This design comes from an exercise in tuning for small area on the open sky130 flow, not from production work.
The RTL was checked by simulation tests, not by an equivalence proof against the original design.
Power is estimated from default activity; no workload was simulated.

== build 13 ==
Design pacman_game, start of the top module:
module pacman_game (
    input  logic        clk,
    input  logic        reset,
    input  logic        frame_tick,
    input  logic [7:0]  keycode,
    input  logic        pellet,
    input  logic        power_pellet,
    output logic [9:0]  pac_x,
    output logic [9:0]  pac_y,
    output logic [9:0]  clyde_x,
    output logic [9:0]  clyde_y,
    output logic [9:0]  stinky_x,
    output logic [9:0]  stinky_y,
    output logic [9:0]  tinky_x,
    output logic [9:0]  tinky_y,
    output logic [3:0]  collide,
    output logic [3:0]  lives,
    output logic        lost,
    output logic        won,
    output logic [11:0] score,
    output logic [3:0]  score_hundreds,
    output logic [3:0]  score_tens,
    output logic [3:0]  score_ones,
    output logic        eat_time,
    output logic        white,
    output logic [3:0]  pac_code,
    output logic [1:0]  ghost_code
);
clock: 25.0 ns
lec_check: 0
cap_margin: 20
core_margin: 2
core_utilization: 55
cts_buf_list: sky130_fd_sc_hd__clkbuf_8
cts_cluster_diameter: 50
cts_cluster_size: 10
gpl_timing_driven: 0
slew_margin: 20
standard.sh (not shown) runs the stock make flow with config.mk's settings and CLKGATE_MAP_FILE= SYNTH_SCRIPT=/design/flow/synth_recipe.tcl, a recipe that flattens the netlist after the stock synthesis.
==> flow/flow/run.sh <==
#!/bin/bash
# Standard ORFS layout, with three changes:
#  1. after the standard synthesis, its combinational cells are re-mapped for area by
#     abc (flip-flops untouched: same instances, names and cell types);
#  2. ports are buffered with the smallest buffer (every port still gets one);
#  3. buffers left by synthesis are removed at floorplan (REMOVE_ABC_BUFFERS).
set -euo pipefail
F=$(cd "$(dirname "$0")" && pwd)
R=$PWD/orfs/results/$FLOW_PLATFORM/pacman_game/base
L=$PWD/orfs/logs/$FLOW_PLATFORM/pacman_game/base
LIB=$(ls $FLOW_HOME/platforms/$FLOW_PLATFORM/lib/sky130_fd_sc_hd__tt_025C_1v80.lib)
bash standard.sh synth > std_synth.log 2>&1
cp $R/1_2_yosys.v std_1_2_yosys.v
grep -o -- "-dont_use [A-Za-z0-9_]*" $L/1_2_yosys.log | sort -u > dont_use_args.txt
bash $F/resynth.ys.sh std_1_2_yosys.v resynth.v $F/abc_area.script dont_use_args.txt $LIB > resynth.log 2>&1
cp resynth.v $R/1_2_yosys.v
touch $R/1_2_yosys.v
bash standard.sh REMOVE_ABC_BUFFERS=1 "BUFFER_PORTS_ARGS=-buffer_cell sky130_fd_sc_hd__buf_1" finish > std_layout.log 2>&1
==> flow/flow/abc_area.script <==
strash
&get -n
&deepsyn -T 600
&put
dch -f
amap
mfs2 -a
strash
dch -f
amap
topo
==> flow/flow/resynth.ys.sh <==
#!/bin/bash
# Re-maps the combinational cells of the standard synthesis netlist for area with abc.
# The flip-flop instances (names, cell types, connections) are left exactly as they are;
# the steps after abc are those of ORFS's synth.tcl (splitnets, tie cells, pass-through buffers).
# usage: resynth.ys.sh IN.v OUT.v ABCSCRIPT DONTUSE_ARGS_FILE LIB
IN=$1; OUT=$2; S=$3; DU=$4; LIB=$5
seq=$(grep -oE "sky130_fd_sc_hd__(df|edf|sdf|dl|sedf)[a-z0-9_]*" "$IN" | sort -u | tr '\n' ' ')
du=$(tr '\n' ' ' < "$DU")
yosys -p "read_liberty -ignore_miss_func $LIB; read_verilog $IN; blackbox $seq; hierarchy -top $FLOW_TOP; flatten; rename -hide w:_*_.*; opt_clean -purge; delete $seq; read_liberty -lib $LIB; hierarchy -top $FLOW_TOP; abc -script $S -liberty $LIB $du; setundef -zero; splitnets; opt_clean -purge; hilomap -singleton -hicell sky130_fd_sc_hd__conb_1 HI -locell sky130_fd_sc_hd__conb_1 LO; insbuf -buf sky130_fd_sc_hd__buf_4 A X; hierarchy -top $FLOW_TOP; check -assert -mapped; stat -liberty $LIB; write_verilog -noattr -nohex -nodec $OUT"
Build 13 was carried through to the last stage, and its layout satisfied the timing, design-rule and antenna checks.
[inputs] build 87 vs build 13
# build 13
export LEC_CHECK = 0
export CAP_MARGIN = 20
export CORE_MARGIN = 2
export CORE_UTILIZATION = 55
export CTS_BUF_LIST = sky130_fd_sc_hd__clkbuf_8
export CTS_CLUSTER_DIAMETER = 50
export CTS_CLUSTER_SIZE = 10
export GPL_TIMING_DRIVEN = 0
export SLEW_MARGIN = 20
create_clock -name core_clock -period 25.0 [get_ports {clk}]
# build 87
export LEC_CHECK = 0
export CAP_MARGIN = 20
export CORE_MARGIN = 2
export CORE_UTILIZATION = 50
export CTS_BUF_LIST = sky130_fd_sc_hd__clkbuf_8 sky130_fd_sc_hd__clkbuf_16
export CTS_CLUSTER_SIZE = 20
export GPL_TIMING_DRIVEN = 0
export SLEW_MARGIN = 20
create_clock -name core_clock -period 25.0 [get_ports {clk}]
diff --git a/flow/flow/run.sh b/flow/flow/run.sh
--- a/flow/flow/run.sh
+++ b/flow/flow/run.sh
@@ -1,8 +1,7 @@
 #!/bin/bash
-# Standard ORFS layout, with three changes:
+# Standard ORFS layout, with two changes:
 #  1. after the standard synthesis, its combinational cells are re-mapped for area by
 #     abc (flip-flops untouched: same instances, names and cell types);
-#  2. ports are buffered with the smallest buffer (every port still gets one);
-#  3. buffers left by synthesis are removed at floorplan (REMOVE_ABC_BUFFERS).
+#  2. ports are buffered with the smallest buffer (every port still gets one).
 set -euo pipefail
 F=$(cd "$(dirname "$0")" && pwd)
@@ -16,3 +15,3 @@
 cp resynth.v $R/1_2_yosys.v
 touch $R/1_2_yosys.v
-bash standard.sh REMOVE_ABC_BUFFERS=1 "BUFFER_PORTS_ARGS=-buffer_cell sky130_fd_sc_hd__buf_1" finish > std_layout.log 2>&1
+bash standard.sh "BUFFER_PORTS_ARGS=-buffer_cell sky130_fd_sc_hd__buf_1" finish > std_layout.log 2>&1
==> flow/flow/abc_area.script <==
strash
&get -n
&deepsyn -T 60
&put
dch -f
amap
topo
==> comparison <==
Build 87 and build 13 all finish clean. Changes observed in build 87 relative to build 13: routed wire length higher; part of the power in combinational logic saw a decrease; area after synthesis shows an increase of about 6%; global-route wire length before repair climbed 11%. Summary: with build 13 as the reference, routed via count in build 87 moved up by a little under 10%. Across both runs, number of placed instances with taps included was higher for build 87 than for build 13.
Input changes introduced in build 62 (baseline for comparison: build 87):
# build 87
export LEC_CHECK = 0
export CAP_MARGIN = 20
export CORE_MARGIN = 2
export CORE_UTILIZATION = 50
export CTS_BUF_LIST = sky130_fd_sc_hd__clkbuf_8 sky130_fd_sc_hd__clkbuf_16
export CTS_CLUSTER_SIZE = 20
export GPL_TIMING_DRIVEN = 0
export SLEW_MARGIN = 20
create_clock -name core_clock -period 25.0 [get_ports {clk}]
# build 62
export LEC_CHECK = 0
export CAP_MARGIN = 20
export CORE_MARGIN = 2
export CORE_UTILIZATION = 62
export CTS_BUF_LIST = sky130_fd_sc_hd__clkbuf_8
export CTS_CLUSTER_DIAMETER = 50
export CTS_CLUSTER_SIZE = 10
export GPL_TIMING_DRIVEN = 0
export SLEW_MARGIN = 20
create_clock -name core_clock -period 25.0 [get_ports {clk}]
diff --git a/flow/flow/run.sh b/flow/flow/run.sh
--- a/flow/flow/run.sh
+++ b/flow/flow/run.sh
@@ -1,7 +1,8 @@
 #!/bin/bash
-# Standard ORFS layout, with two changes:
+# Standard ORFS layout, with three changes:
 #  1. after the standard synthesis, its combinational cells are re-mapped for area by
 #     abc (flip-flops untouched: same instances, names and cell types);
-#  2. ports are buffered with the smallest buffer (every port still gets one).
+#  2. ports are buffered with the smallest buffer (every port still gets one);
+#  3. buffers left by synthesis are removed at floorplan (REMOVE_ABC_BUFFERS).
 set -euo pipefail
 F=$(cd "$(dirname "$0")" && pwd)
@@ -15,3 +16,3 @@
 cp resynth.v $R/1_2_yosys.v
 touch $R/1_2_yosys.v
-bash standard.sh "BUFFER_PORTS_ARGS=-buffer_cell sky130_fd_sc_hd__buf_1" finish > std_layout.log 2>&1
+bash standard.sh REMOVE_ABC_BUFFERS=1 "BUFFER_PORTS_ARGS=-buffer_cell sky130_fd_sc_hd__buf_1" finish > std_layout.log 2>&1
==> flow/flow/abc_area.script <==
strash
&get -n
&deepsyn -T 600
&put
dch -f
amap
mfs2 -a
strash
dch -f
amap
topo
## What came out
The detailed route wirelength on metal2 in build 87 is 1.15 times that in build 62.
When build 62 is measured against build 87, its synthesized area turns out about 6% lower.
The maximum clock frequency of build 62 is lower than that of build 87.
Build 62 finished end to end and its layout was clean on timing, DRC and antenna.
Re clock share of power: build 87 and build 62 aren't equal, and the higher value belongs to build 87.
Going from build 87 to build 62, the power in the clock group was found to have gone down by 22%.
Relative to build 87, worst-margin pin slew has decreased by 0.14 ns in build 62.
Going from build 87 to build 62, the global routing usage summed across all routing layers was found to have gone up by 4.8 points.
Build 62 against build 87: final routed wirelength across all metal layers dropped about 13%, overall die width dropped about 12%, portion of total power attributed to combinational logic climbed 6.7 points, headroom to the max-slew limit climbed 10 points.
Edits applied to the flow inputs when going from build 62 to build 48:
# build 62
export LEC_CHECK = 0
export CAP_MARGIN = 20
export CORE_MARGIN = 2
export CORE_UTILIZATION = 62
export CTS_BUF_LIST = sky130_fd_sc_hd__clkbuf_8
export CTS_CLUSTER_DIAMETER = 50
export CTS_CLUSTER_SIZE = 10
export GPL_TIMING_DRIVEN = 0
export SLEW_MARGIN = 20
create_clock -name core_clock -period 25.0 [get_ports {clk}]
# build 48
export LEC_CHECK = 0
export CAP_MARGIN = 20
export CORE_MARGIN = 2
export CORE_UTILIZATION = 50
export CTS_BUF_LIST = sky130_fd_sc_hd__clkbuf_8
export CTS_CLUSTER_DIAMETER = 50
export CTS_CLUSTER_SIZE = 10
export GPL_TIMING_DRIVEN = 0
export SLEW_MARGIN = 20
create_clock -name core_clock -period 25.0 [get_ports {clk}]
==> flow/flow/abc_area.script <==
strash
&get -n
&deepsyn -T 300
&put
dch -f
amap
topo
--- outcome ---
- Build 48 vs build 62 on routed wire length on met2: build 48 is the higher one.
- Between build 48 and build 62, the clock-buffer cell count does not differ in any meaningful way.
- Build 48 — routed wire length 2.2 mm higher, build 62 as reference
- Power: build 48 vs build 62 down 120 uW
- Lower number of cells on the critical path was reported by build 62, not build 48.
- Tap cell count sits higher in build 48 than in build 62.
- Per the comparison of build 48 with build 62, share of layout cells above drive strength 1 held, first-iteration DRC count went down about 10%, final hold slack went up 0.0096 ns, routed length on met3 went down 7.4%.


## job 101
Starting RTL as in the previous note.
==> flow/config.mk <==
export PLATFORM = sky130hd
export DESIGN_NAME = pacman_game
export DESIGN_NICKNAME = pacman_game
export VERILOG_FILES = /design/flow/design.v
export SDC_FILE = /design/flow/constraint.sdc
export NUM_CORES = 4
export LEC_CHECK = 0
export CAP_MARGIN = 20
export CORE_MARGIN = 2
export CORE_UTILIZATION = 50
export CTS_CLUSTER_DIAMETER = 150
export CTS_CLUSTER_SIZE = 40
export GPL_TIMING_DRIVEN = 0
export SLEW_MARGIN = 20
==> flow/constraint.sdc <==
create_clock -name core_clock -period 25.0 [get_ports {clk}]
set_input_delay 5.0000 -clock core_clock [delete_from_list [all_inputs] [get_ports {clk}]]
set_output_delay 5.0000 -clock core_clock [all_outputs]
set_load 0.01 [all_outputs]
==> flow/flow/run.sh <==
#!/bin/bash
# Standard ORFS layout, with two changes:
#  1. after the standard synthesis, its combinational cells are re-mapped for area by
#     abc (flip-flops untouched: same instances, names and cell types);
#  2. ports are buffered with the smallest buffer (every port still gets one).
set -euo pipefail
F=$(cd "$(dirname "$0")" && pwd)
R=$PWD/orfs/results/$FLOW_PLATFORM/pacman_game/base
L=$PWD/orfs/logs/$FLOW_PLATFORM/pacman_game/base
LIB=$(ls $FLOW_HOME/platforms/$FLOW_PLATFORM/lib/sky130_fd_sc_hd__tt_025C_1v80.lib)
bash standard.sh synth > std_synth.log 2>&1
cp $R/1_2_yosys.v std_1_2_yosys.v
grep -o -- "-dont_use [A-Za-z0-9_]*" $L/1_2_yosys.log | sort -u > dont_use_args.txt
bash $F/resynth.ys.sh std_1_2_yosys.v resynth.v $F/abc_area.script dont_use_args.txt $LIB > resynth.log 2>&1
cp resynth.v $R/1_2_yosys.v
touch $R/1_2_yosys.v
bash standard.sh "BUFFER_PORTS_ARGS=-buffer_cell sky130_fd_sc_hd__buf_1" finish > std_layout.log 2>&1
==> flow/flow/abc_area.script <==
strash
&get -n
&deepsyn -T 60
&put
dch -f
amap
topo
Scripts as last shown in full above: flow/flow/resynth.ys.sh
Setup changes, job 101 to job 102
Settings: removing CTS_CLUSTER_DIAMETER (formerly 150); removing CTS_CLUSTER_SIZE (formerly 40).
diff --git a/flow/flow/run.sh b/flow/flow/run.sh
--- a/flow/flow/run.sh
+++ b/flow/flow/run.sh
@@ -1,6 +1,7 @@
 #!/bin/bash
-# Standard ORFS layout, with two changes:
+# Standard ORFS layout, with three changes:
 #  1. after the standard synthesis, its combinational cells are re-mapped for area by
 #     abc (flip-flops untouched: same instances, names and cell types);
-#  2. ports are buffered with the smallest buffer (every port still gets one).
+#  2. ports are buffered with the smallest buffer (every port still gets one);
+#  3. buffers left by synthesis are removed at floorplan (REMOVE_ABC_BUFFERS).
 set -euo pipefail
@@ -16,2 +17,2 @@
 touch $R/1_2_yosys.v
-bash standard.sh "BUFFER_PORTS_ARGS=-buffer_cell sky130_fd_sc_hd__buf_1" finish > std_layout.log 2>&1
+bash standard.sh REMOVE_ABC_BUFFERS=1 "BUFFER_PORTS_ARGS=-buffer_cell sky130_fd_sc_hd__buf_1" finish > std_layout.log 2>&1
==> flow/flow/abc_area.script <==
strash
&get -n
&deepsyn -T 300
&put
dch -f
amap
topo
==> comparison <==
Job 102 vs. job 101: synthesized area per cell increased by 0.14 µm² relative to the old numbers; die outline width decreased by 2.3% relative to the old numbers. Compared with job 101, job 102 shows a routed wirelength normalized by instance count that is 0.16 µm higher. Diff job 101 -> job 102 | die area | down by a few percent. Compared with job 101, job 102 shows a higher register share of the cell area. Job 102 improves on job 101 in cell area. Slowest library cell on the worst path = dfxtp_1: job 101; slowest library cell on the worst path = nor4_1: job 102. Going from job 101 to job 102, the setup slack was found to have gone down by 0.37 ns. Clock power delta (job 102 -> job 101): insignificant. When job 102 is set beside job 101, its final core utilization turns out to be 1.2 points smaller. Between job 102 and job 101, it is job 102 whose register share of total power is higher, by 0.2 points. Area added between synthesis and finish: job 102 and job 101 compared, higher one is job 101.


raven:
pacman_game, a different RTL version from the one above (not shown whole).
Size: about 2300 cells after synthesis, about 140 I/O pins, about 16000 µm² of cells after synthesis.
clock: 25.0 ns
lec_check: 0
cap_margin: 20
core_margin: 2
core_utilization: 25
slew_margin: 20
run.sh (not shown) runs the stock make flow with config.mk's settings and CLKGATE_MAP_FILE= SYNTH_SCRIPT=/design/flow/synth_recipe.tcl, a recipe that flattens the netlist after the stock synthesis.
Stock flow here: none of the scripts above is used.
raven went all the way through synthesis, placement and routing and the layout is clean on timing, DRC and antenna.
Relative to raven, the following input files were edited for indigo:
==> flow/flow/run.sh (new file) <==
#!/bin/bash
# Standard ORFS layout, with two changes:
#  1. after the standard synthesis, its combinational cells are re-mapped for area by
#     abc (flip-flops untouched: same instances, names and cell types);
#  2. ports are buffered with the smallest buffer (every port still gets one).
set -euo pipefail
F=$(cd "$(dirname "$0")" && pwd)
R=$PWD/orfs/results/$FLOW_PLATFORM/pacman_game/base
L=$PWD/orfs/logs/$FLOW_PLATFORM/pacman_game/base
LIB=$(ls $FLOW_HOME/platforms/$FLOW_PLATFORM/lib/sky130_fd_sc_hd__tt_025C_1v80.lib)
bash standard.sh synth > std_synth.log 2>&1
cp $R/1_2_yosys.v std_1_2_yosys.v
grep -o -- "-dont_use [A-Za-z0-9_]*" $L/1_2_yosys.log | sort -u > dont_use_args.txt
bash $F/resynth.ys.sh std_1_2_yosys.v resynth.v $F/abc_area.script dont_use_args.txt $LIB > resynth.log 2>&1
cp resynth.v $R/1_2_yosys.v
touch $R/1_2_yosys.v
bash standard.sh "BUFFER_PORTS_ARGS=-buffer_cell sky130_fd_sc_hd__buf_1" finish > std_layout.log 2>&1
==> flow/flow/abc_area.script (new file) <==
strash
&get -n
&deepsyn -T 60
&put
dch -f
amap
topo
==> flow/flow/resynth.ys.sh (new file) <==
#!/bin/bash
# Re-maps the combinational cells of the standard synthesis netlist for area with abc.
# The flip-flop instances (names, cell types, connections) are left exactly as they are;
# the steps after abc are those of ORFS's synth.tcl (splitnets, tie cells, pass-through buffers).
# usage: resynth.ys.sh IN.v OUT.v ABCSCRIPT DONTUSE_ARGS_FILE LIB
IN=$1; OUT=$2; S=$3; DU=$4; LIB=$5
seq=$(grep -oE "sky130_fd_sc_hd__(df|edf|sdf|dl|sedf)[a-z0-9_]*" "$IN" | sort -u | tr '\n' ' ')
du=$(tr '\n' ' ' < "$DU")
yosys -p "read_liberty -ignore_miss_func $LIB; read_verilog $IN; blackbox $seq; hierarchy -top $FLOW_TOP; flatten; rename -hide w:_*_.*; opt_clean -purge; delete $seq; read_liberty -lib $LIB; hierarchy -top $FLOW_TOP; abc -script $S -liberty $LIB $du; setundef -zero; splitnets; opt_clean -purge; hilomap -singleton -hicell sky130_fd_sc_hd__conb_1 HI -locell sky130_fd_sc_hd__conb_1 LO; insbuf -buf sky130_fd_sc_hd__buf_4 A X; hierarchy -top $FLOW_TOP; check -assert -mapped; stat -liberty $LIB; write_verilog -noattr -nohex -nodec $OUT"
==> flow/standard.sh (new file) <==
#!/bin/bash
# synth_recipe.tcl (not shown) runs the flow's synth.tcl, then flattens the netlist and writes it again
# the make line also repeats each setting of config.mk as NAME=value (left out here)
make -C /OpenROAD-flow-scripts/flow DESIGN_CONFIG=/design/flow/config.mk WORK_HOME=/design/flow/orfs CLKGATE_MAP_FILE= SYNTH_SCRIPT=/design/flow/synth_recipe.tcl "${@:-finish}"
removed: flow/run.sh
Notes after the runs:
indigo completed end to end with timing, DRC and antenna clean. On indigo: part of the total power dissipated in combinational logic is 15 points lower than what raven gave. Compared with raven, in indigo cell area after layout shrank by 4700 µm²; transition time at the pin with the least slew margin grew by 0.054 ns; total die area shrank by 15000 µm²; synthesized area per cell shrank by about 10%.

==> re-timing with driven ports <==
The results above use ideal ports. As a check the final layouts listed here were re-extracted and re-timed, cells and wires unchanged. Step 1, drivers: a clkbuf_16 drives clk and a buf_2 each remaining input, both assumed. Step 2 also shifts input and output timing later by t, the mid clock arrival at the registers, as if the neighbouring blocks saw the same clock. a / b / c = ideal ports / drivers / drivers and shift; a / b = the first two.
run | t, ns | slack for setup (ns) | worst register clock-pin slew, ns | pins driven straight from the clock port
build 13 | 0.512 | 15.936 / 15.887 / 16.005 | 0.12 / 0.12 | 1
build 87 | 0.489 | 16.038 / 15.988 / 15.678 | 0.08 / 0.08 | 1
build 62 | 0.532 | 15.968 / 15.925 / 15.974 | 0.11 / 0.11 | 1
build 48 | 0.534 | 15.729 / 15.683 / 15.891 | 0.13 / 0.13 | 1
job 101 | 0.489 | 16.038 / 15.988 / 15.678 | 0.08 / 0.08 | 1
job 102 | 0.488 | 15.663 / 15.612 / 15.831 | 0.09 / 0.09 | 1
raven | 0.512 | 16.074 / 16.022 / 16.534 | 0.09 / 0.09 | 1
indigo | 0.497 | 16.253 / 16.200 / 16.452 | 0.08 / 0.08 | 1
After both steps every run listed still meets setup and hold.
